From an optimization exercise on the open Yosys and OpenROAD flow, aimed at small area and a short achievable clock period; shortcuts taken in it are not production practice. Where RTL was checked, it was by simulation tests only, not by an equivalence proof against the original. No activity file was given, so power comes from the tool's default toggle rates.

==> job 2244: inputs <==
==> flow/design.v <==
module controller
(
	input  [7:0] opcode,
	output jump,
	output is_alu,
	output [1:0] kind,
	output rd_dmem,
	output wr_dmem,
	output mem_op
);
	wire hi0 = (opcode[7:3] == 5'd0);
	assign rd_dmem = hi0 & (opcode[2:0] == 3'd0);
	assign wr_dmem = hi0 & (opcode[2:0] == 3'd1);
	assign jump    = hi0 & (opcode[2:0] == 3'd2);
	assign mem_op  = hi0 & (opcode[2:1] == 2'd0);
	assign is_alu  = hi0 & (opcode[2:0] >= 3'd3) & (opcode[2:0] <= 3'd6);
	assign kind    = opcode[1:0];
endmodule
module data_memory_control
(
	input  mem_op,
	input  [7:0] d,
	output [7:0] dm_abus
);
	assign dm_abus = mem_op ? d : 8'h00;
endmodule
module instruction_control
(
	input  clk,
	input  reset,
	output im_abus_valid,
	output [7:0] im_abus_data,
	input  jump,
	input  [7:0] d
);
	reg [7:0] PC;
	always @ (posedge clk or posedge reset)
	begin
		if (reset)
			PC <= 8'hFF;
		else if (jump)
			PC <= d;
		else
			PC <= PC + 1'b1;
	end
	assign im_abus_valid = 1'b1;
	assign im_abus_data = PC;
endmodule
module alu_stage #(parameter I = 0)
(
	input  is_div,
	input  is_mul,
	input  en_q,              
	input  a_i,               
	input  [7:0] B,
	input  [7:0] xin,         
	output [7:0] xo,          
	output q
);
	localparam integer W = 8 - I;
	wire [W:0] c;
	wire [W-1:0] s, y;
	wire [7:0] x;
	genvar j;
	generate
		if (I < 7) begin : g_hi
			assign x[7:I+1] = xin[7:I+1];
		end
		if (I > 0) begin : g_lo
			assign x[I-1:0] = 8'h00;
			assign xo[I-1:0] = 8'h00;
		end
	endgenerate
	assign x[I] = a_i & ~is_mul;
	assign c[0] = is_div;
	generate
		for (j = 0; j < W; j = j + 1) begin : g_bit
			assign y[j] = is_div ? ~B[j] : (B[j] & a_i);
			assign s[j] = x[I+j] ^ y[j] ^ c[j];
			assign c[j+1] = (x[I+j] & y[j]) | (x[I+j] & c[j]) | (y[j] & c[j]);
		end
	endgenerate
	assign q = en_q & c[W];
	wire sel = is_mul | q;
	assign xo[7:I] = sel ? s : x[7:I];
endmodule
module alu_pre
(
	input  [1:0] kind,
	input  [7:0] A,
	input  [7:0] B,
	output [7:0] X,
	output [7:4] Q
);
	wire is_div = kind[1] & ~kind[0];
	wire is_mul = ~kind[1] & kind[0];
	wire [7:0] x7, x6, x5, x4;
	wire z7 = ~|B[7:1];
	wire z6 = ~|B[7:2];
	wire z5 = ~|B[7:3];
	wire z4 = ~|B[7:4];
	alu_stage #(7) s7 (.is_div(is_div), .is_mul(is_mul), .en_q(is_div & z7), .a_i(A[7]), .B(B), .xin(8'h00), .xo(x7), .q(Q[7]));
	alu_stage #(6) s6 (.is_div(is_div), .is_mul(is_mul), .en_q(is_div & z6), .a_i(A[6]), .B(B), .xin(x7), .xo(x6), .q(Q[6]));
	alu_stage #(5) s5 (.is_div(is_div), .is_mul(is_mul), .en_q(is_div & z5), .a_i(A[5]), .B(B), .xin(x6), .xo(x5), .q(Q[5]));
	alu_stage #(4) s4 (.is_div(is_div), .is_mul(is_mul), .en_q(is_div & z4), .a_i(A[4]), .B(B), .xin(x5), .xo(x4), .q(Q[4]));
	assign X = {x4[7:4], A[3:0]};
endmodule
module alu
(
	input  [1:0] kind,
	input  [7:0] A,
	input  [7:0] B,
	input  [7:4] QH,
	output [7:0] Y
);
	wire is_div = kind[1] & ~kind[0];
	wire is_mul = ~kind[1] & kind[0];
	wire is_add = kind[1] & kind[0];
	wire use_sub = ~kind[0];            
	wire [7:0] x3, x2, x1;
	wire [3:0] q;
	wire z3 = ~|B[7:5];
	wire z2 = ~|B[7:6];
	wire z1 = ~B[7];
	alu_stage #(3) s3 (.is_div(is_div), .is_mul(is_mul), .en_q(is_div & z3), .a_i(A[3]), .B(B), .xin(A), .xo(x3), .q(q[3]));
	alu_stage #(2) s2 (.is_div(is_div), .is_mul(is_mul), .en_q(is_div & z2), .a_i(A[2]), .B(B), .xin(x3), .xo(x2), .q(q[2]));
	alu_stage #(1) s1 (.is_div(is_div), .is_mul(is_mul), .en_q(is_div & z1), .a_i(A[1]), .B(B), .xin(x2), .xo(x1), .q(q[1]));
	wire [8:0] c0;
	wire [7:0] s0, y0, x0;
	assign x0[7:1] = x1[7:1];
	assign x0[0] = A[0] & ~is_mul;
	assign c0[0] = use_sub;
	genvar j;
	generate
		for (j = 0; j < 8; j = j + 1) begin : g_s0
			assign y0[j] = use_sub ? ~B[j] : (is_add ? B[j] : (B[j] & A[0]));
			assign s0[j] = x0[j] ^ y0[j] ^ c0[j];
			assign c0[j+1] = (x0[j] & y0[j]) | (x0[j] & c0[j]) | (y0[j] & c0[j]);
		end
	endgenerate
	assign q[0] = c0[8];
	assign Y = is_div ? {QH, q} : s0;
endmodule
module operation_module
(
	input  clk,
	input  reset,
	input  [7:0] d,
	input  is_alu,
	input  [1:0] kind,
	input  rd_dmem,
	input  wr_dmem,
	input  [7:0] dm_in_dbus,
	output [7:0] dm_out_dbus
);
	reg        L;         
	reg  [7:0] AC;
	reg  [7:0] op_a;      
	reg  [7:0] op_b;      
	reg  [1:0] op_k;      
	reg  [7:4] op_q;      
	wire [7:0] R;
	wire [7:0] p_x;
	wire [7:4] p_q;
	alu_pre alu_pre_inst
	(
		.kind(kind),
		.A(AC),
		.B(d),
		.X(p_x),
		.Q(p_q)
	);
	alu alu_inst
	(
		.kind(op_k),
		.A(op_a),
		.B(op_b),
		.QH(op_q),
		.Y(R)
	);
	always @ (posedge clk or posedge reset)
	begin
		if (reset)
		begin
			L    <= 1'b0;
			AC   <= 8'h00;
			op_a <= 8'h00;
			op_b <= 8'h00;
			op_k <= 2'b00;
		end
		else
		begin
			L    <= rd_dmem;
			AC   <= L ? dm_in_dbus : R;
			op_a <= is_alu ? p_x : R;
			op_b <= is_alu ? d : 8'h00;
			op_k <= is_alu ? kind : 2'b00;
		end
	end
	always @ (posedge clk)
		op_q <= p_q;
	assign dm_out_dbus = wr_dmem ? AC : 8'h00;
endmodule
module simple_cpu_top
(
	input  clk,
	input  reset,
	output im_abus_valid,
	output [ 7:0] im_abus_data,
	input  [15:0] im_dbus,
	output rd_mem,
	output wr_mem,
	output [7:0] dm_abus,
	input  [7:0] dm_in_dbus,
	output [7:0] dm_out_dbus
);
	wire [7:0] d  = im_dbus[7:0];
	wire jump, is_alu, mem_op;
	wire [1:0] kind;
	controller controller_inst
	(
		.opcode(im_dbus[15:8]),
		.jump(jump),
		.is_alu(is_alu),
		.kind(kind),
		.rd_dmem(rd_mem),
		.wr_dmem(wr_mem),
		.mem_op(mem_op)
	);
	instruction_control instruction_control_inst
	(
		.clk(clk),
		.reset(reset),
		.im_abus_valid(im_abus_valid),
		.im_abus_data(im_abus_data),
		.jump(jump),
		.d(d)
	);
	data_memory_control data_memory_control_inst
	(
		.mem_op(mem_op),
		.d(d),
		.dm_abus(dm_abus)
	);
	operation_module operation_module_inst
	(
		.clk(clk),
		.reset(reset),
		.d(d),
		.is_alu(is_alu),
		.kind(kind),
		.rd_dmem(rd_mem),
		.wr_dmem(wr_mem),
		.dm_in_dbus(dm_in_dbus),
		.dm_out_dbus(dm_out_dbus)
	);
endmodule
==> flow/flow/run.sh <==
#!/bin/bash
# Standard ORFS layout, with plain buf_1 cells as the port buffers.
set -euo pipefail
bash standard.sh BUFFER_PORTS_ARGS="-buffer_cell sky130_fd_sc_hd__buf_1" finish > make_finish.log 2>&1
==> flow/standard.sh <==
#!/bin/bash
# synth_recipe.tcl (not shown) runs the flow's synth.tcl, then flattens the netlist and writes it again
# the make line also repeats each setting of config.mk as NAME=value (left out here)
make -C /OpenROAD-flow-scripts/flow DESIGN_CONFIG=/design/flow/config.mk WORK_HOME=/design/flow/orfs CLKGATE_MAP_FILE= SYNTH_SCRIPT=/design/flow/synth_recipe.tcl "${@:-finish}"
==> flow/config.mk <==
export PLATFORM = sky130hd
export DESIGN_NAME = simple_cpu_top
export DESIGN_NICKNAME = simple_cpu_top
export VERILOG_FILES = /design/flow/design.v
export SDC_FILE = /design/flow/constraint.sdc
export NUM_CORES = 4
export LEC_CHECK = 0
export CAP_MARGIN = 20
export CORE_MARGIN = 2
export CORE_UTILIZATION = 40
export SLEW_MARGIN = 20
==> flow/constraint.sdc <==
create_clock -name core_clock -period 34.0 [get_ports {clk}]
set_input_delay 6.8000 -clock core_clock [delete_from_list [all_inputs] [get_ports {clk}]]
set_output_delay 6.8000 -clock core_clock [all_outputs]
set_load 0.01 [all_outputs]
==> job 6259: changes against job 2244 <==
==> flow/design.v, changed modules only <==
module controller
(
	input  [7:0] opcode,
	output jump,
	output is_alu,
	output [1:0] kind,
	output rd_dmem,
	output wr_dmem,
	output mem_op
);
	wire hi0 = (opcode[7:3] == 5'd0);
	assign rd_dmem = hi0 & (opcode[2:0] == 3'd0);
	assign wr_dmem = hi0 & (opcode[2:0] == 3'd1);
	assign jump    = hi0 & (opcode[2:0] == 3'd2);
	assign mem_op  = hi0 & (opcode[2:1] == 2'd0);
	assign is_alu  = hi0 & (opcode[2:0] >= 3'd3) & (opcode[2:0] <= 3'd6);
	assign kind[0] = opcode[2] & ~opcode[0];
	assign kind[1] = opcode[2] & (opcode[1] | opcode[0]);
endmodule
module alu_stage #(parameter I = 0)
(
	input  is_div,
	input  is_mul,
	input  en_q,              
	input  a_i,               
	input  [7:0] BI,
	input  [7:0] xin,         
	output [7:0] xo,          
	output q
);
	localparam integer W = 8 - I;
	wire [W:0] c;
	wire [W-1:0] s, y;
	wire [7:0] x;
	wire g = is_div | a_i;
	genvar j;
	generate
		if (I < 7) begin : g_hi
			assign x[7:I+1] = xin[7:I+1];
		end
		if (I > 0) begin : g_lo
			assign x[I-1:0] = 8'h00;
			assign xo[I-1:0] = 8'h00;
		end
	endgenerate
	assign x[I] = a_i & ~is_mul;
	assign c[0] = is_div;
	generate
		for (j = 0; j < W; j = j + 1) begin : g_bit
			assign y[j] = BI[j] & g;
			assign s[j] = x[I+j] ^ y[j] ^ c[j];
			assign c[j+1] = (x[I+j] & y[j]) | (x[I+j] & c[j]) | (y[j] & c[j]);
		end
	endgenerate
	assign q = en_q & c[W];
	wire sel = is_mul | q;
	assign xo[7:I] = sel ? s : x[7:I];
endmodule
module alu_pre
(
	input  is_div,
	input  is_mul,
	input  [7:0] A,
	input  [7:0] B,
	input  [7:0] BI,
	output [7:0] X,
	output [7:4] Q
);
	wire [7:0] x7, x6, x5, x4;
	wire z7 = ~|B[7:1];
	wire z6 = ~|B[7:2];
	wire z5 = ~|B[7:3];
	wire z4 = ~|B[7:4];
	alu_stage #(7) s7 (.is_div(is_div), .is_mul(is_mul), .en_q(is_div & z7), .a_i(A[7]), .BI(BI), .xin(8'h00), .xo(x7), .q(Q[7]));
	alu_stage #(6) s6 (.is_div(is_div), .is_mul(is_mul), .en_q(is_div & z6), .a_i(A[6]), .BI(BI), .xin(x7), .xo(x6), .q(Q[6]));
	alu_stage #(5) s5 (.is_div(is_div), .is_mul(is_mul), .en_q(is_div & z5), .a_i(A[5]), .BI(BI), .xin(x6), .xo(x5), .q(Q[5]));
	alu_stage #(4) s4 (.is_div(is_div), .is_mul(is_mul), .en_q(is_div & z4), .a_i(A[4]), .BI(BI), .xin(x5), .xo(x4), .q(Q[4]));
	assign X = {x4[7:4], A[3:0]};
endmodule
module alu
(
	input  [1:0] kind,
	input  [7:0] A,
	input  [7:0] BI,
	input  [7:4] QH,
	output [7:0] Y
);
	wire is_div = kind[1] & kind[0];
	wire is_mul = kind[1] & ~kind[0];
	wire [7:0] x3, x2, x1;
	wire [3:0] q;
	wire z3 = &BI[7:5];
	wire z2 = &BI[7:6];
	wire z1 = BI[7];
	alu_stage #(3) s3 (.is_div(is_div), .is_mul(is_mul), .en_q(is_div & z3), .a_i(A[3]), .BI(BI), .xin(A), .xo(x3), .q(q[3]));
	alu_stage #(2) s2 (.is_div(is_div), .is_mul(is_mul), .en_q(is_div & z2), .a_i(A[2]), .BI(BI), .xin(x3), .xo(x2), .q(q[2]));
	alu_stage #(1) s1 (.is_div(is_div), .is_mul(is_mul), .en_q(is_div & z1), .a_i(A[1]), .BI(BI), .xin(x2), .xo(x1), .q(q[1]));
	wire [8:0] c0;
	wire [7:0] s0, y0, x0;
	wire g0 = ~is_mul | A[0];
	assign x0[7:1] = x1[7:1];
	assign x0[0] = A[0] & ~is_mul;
	assign c0[0] = kind[0];
	genvar j;
	generate
		for (j = 0; j < 8; j = j + 1) begin : g_s0
			assign y0[j] = BI[j] & g0;
			assign s0[j] = x0[j] ^ y0[j] ^ c0[j];
			assign c0[j+1] = (x0[j] & y0[j]) | (x0[j] & c0[j]) | (y0[j] & c0[j]);
		end
	endgenerate
	assign q[0] = c0[8];
	assign Y = is_div ? {QH, q} : s0;
endmodule
module operation_module
(
	input  clk,
	input  reset,
	input  [7:0] d,
	input  is_alu,
	input  [1:0] kind,
	input  rd_dmem,
	input  wr_dmem,
	input  [7:0] dm_in_dbus,
	output [7:0] dm_out_dbus
);
	reg        L;         
	reg  [7:0] AC;
	reg  [7:0] op_a;      
	reg  [7:0] op_b;      
	reg  [1:0] op_k;      
	reg  [7:4] op_q;      
	wire [7:0] R;
	wire [7:0] p_x;
	wire [7:4] p_q;
	wire [7:0] db = d ^ {8{kind[0]}};
	alu_pre alu_pre_inst
	(
		.is_div(kind[1] & kind[0]),
		.is_mul(~(kind[1] & kind[0])),
		.A(AC),
		.B(d),
		.BI(db),
		.X(p_x),
		.Q(p_q)
	);
	alu alu_inst
	(
		.kind(op_k),
		.A(op_a),
		.BI(op_b),
		.QH(op_q),
		.Y(R)
	);
	always @ (posedge clk or posedge reset)
	begin
		if (reset)
		begin
			L    <= 1'b0;
			AC   <= 8'h00;
			op_a <= 8'h00;
			op_b <= 8'h00;
			op_k <= 2'b00;
		end
		else
		begin
			L    <= rd_dmem;
			AC   <= L ? dm_in_dbus : R;
			op_a <= is_alu ? (kind[1] ? p_x : AC) : R;
			op_b <= is_alu ? db : 8'h00;
			op_k <= is_alu ? kind : 2'b00;
		end
	end
	always @ (posedge clk)
		op_q <= p_q;
	assign dm_out_dbus = wr_dmem ? AC : 8'h00;
endmodule
==> flow/flow/run.sh (replaced) <==
#!/bin/bash
# Layout flow: the standard ORFS flow (standard.sh) with
#  - synthesis as synth_recipe.tcl, but ABC maps with flow/area.abc
#    (area-oriented mapping, no ABC buffering or sizing)
#  - plain buf_1 cells as the port buffers
#  - a clock tree of clkbuf_4 cells under a clkbuf_8 root without dummy loads
#  - timing repair aiming for 19 ns of setup slack (the clock period stays
#    the design's; the repair only sizes and buffers harder)
# Each tool's output is in the ORFS logs under orfs/logs; make's own output
# is in make_finish.log.
set -euo pipefail
here=$(pwd)
{
  head -n 1 synth_recipe.tcl
  echo "proc abc {args} { set i [lsearch \$args -script]; if {\$i >= 0} { lset args [expr {\$i + 1}] $here/flow/area.abc }; yosys abc {*}\$args }"
  tail -n +2 synth_recipe.tcl
} > own_synth.tcl
bash standard.sh SYNTH_SCRIPT="$here/own_synth.tcl" \
  BUFFER_PORTS_ARGS="-buffer_cell sky130_fd_sc_hd__buf_1" \
  CTS_ARGS="-sink_clustering_enable -sink_clustering_size 50 -sink_clustering_max_diameter 400 -buf_list sky130_fd_sc_hd__clkbuf_4 -root_buf sky130_fd_sc_hd__clkbuf_8 -dont_use_dummy_load -repair_clock_nets" \
  SETUP_SLACK_MARGIN=19 finish > make_finish.log 2>&1
==> flow/flow/area.abc (new file) <==
strash
dc2
dch -f
amap
topo
stime -c
Settings changed: ABC_AREA set to 1, CORE_UTILIZATION 40 to 60.
==> qor summary <==
metric                                                                                job 6259                     job 2244
Fraction of synthesized cell area taken by the top area cell type                        23.1%                        19.5%
Stage delay of the slowest cell on the critical path                                   0.40 ns                      0.55 ns
HPWL after detailed placement                                                          5.46 mm                      6.19 mm
Final critical path time including I/O delays and setup                               14.84 ns                     15.34 ns
Switching portion of total power                                                         40.5%                        39.3%
Fin crit share                                                                           43.6%                        45.1%
Multi-input logic portion of the cell area                                               53.7%                        61.0%
Combinational fraction of design power                                                   45.3%                        44.9%
Worst setup path endpoint                                                       dm_out_dbus[6]                   dm_abus[1]
R2R Setup Slk                                                                         21.45 ns                     21.44 ns
Library cell with the highest instance count after synthesis                            nor2_1                         fa_1
Worst hold path startpoint                                         operation_module_inst.AC[7]  operation_module_inst.AC[1]
Vias in the first global route                                                            2468                         2667
Power of the combinational group                                                   0.0000859 W                  0.0000956 W
Run status                                                    no timing/DRC/antenna violations  no timing/DRC/antenna violations
Per-cell routed wire length                                                            15.1 um                      15.5 um
Number of cells on the critical path                                                         8                            6
# resized after CTS                                                                          3                            0
Wire length of the first global-routing pass                                           11.8 mm                      13.5 mm
Number of clock buffers in the layout                                                        5                            6
Fill cell instance count of the final layout                                               414                          856
Average cell area after synthesis                                                   8.72 sq um                   9.89 sq um
Min setup slack post-route                                                            19.16 ns                     18.66 ns
Die outline area                                                                    5450 sq um                   9490 sq um
Only the layout flow was run in job 2244; the RTL was not checked for function there.

[separate check: timing with driven ports]
How much do the figures lean on ideal ports? The routed layouts below were timed once more, with nothing changed but the port constraints.
Step 1, drivers: a clkbuf_16 drives clk and a buf_2 each remaining input, both assumed.
Step 2 moves the port delays by t, midway between the first and last clock arrival at a register: inputs arrive t later, outputs are due t later. That takes back most of the time a late clock gives input paths.
Three values: ideal ports, drivers, drivers and shift; two values: the first two.
| run | t, ns | slack for setup (ns) | worst data-port slew with drivers (ns) |
|---|---|---|---|
| job 2244 | 0.317 | 18.665 / 18.645 / 18.645 | 0.03 |
| job 6259 | 0.310 | 19.162 / 19.142 / 19.142 | 0.03 |
After both steps every run listed still meets setup and hold.
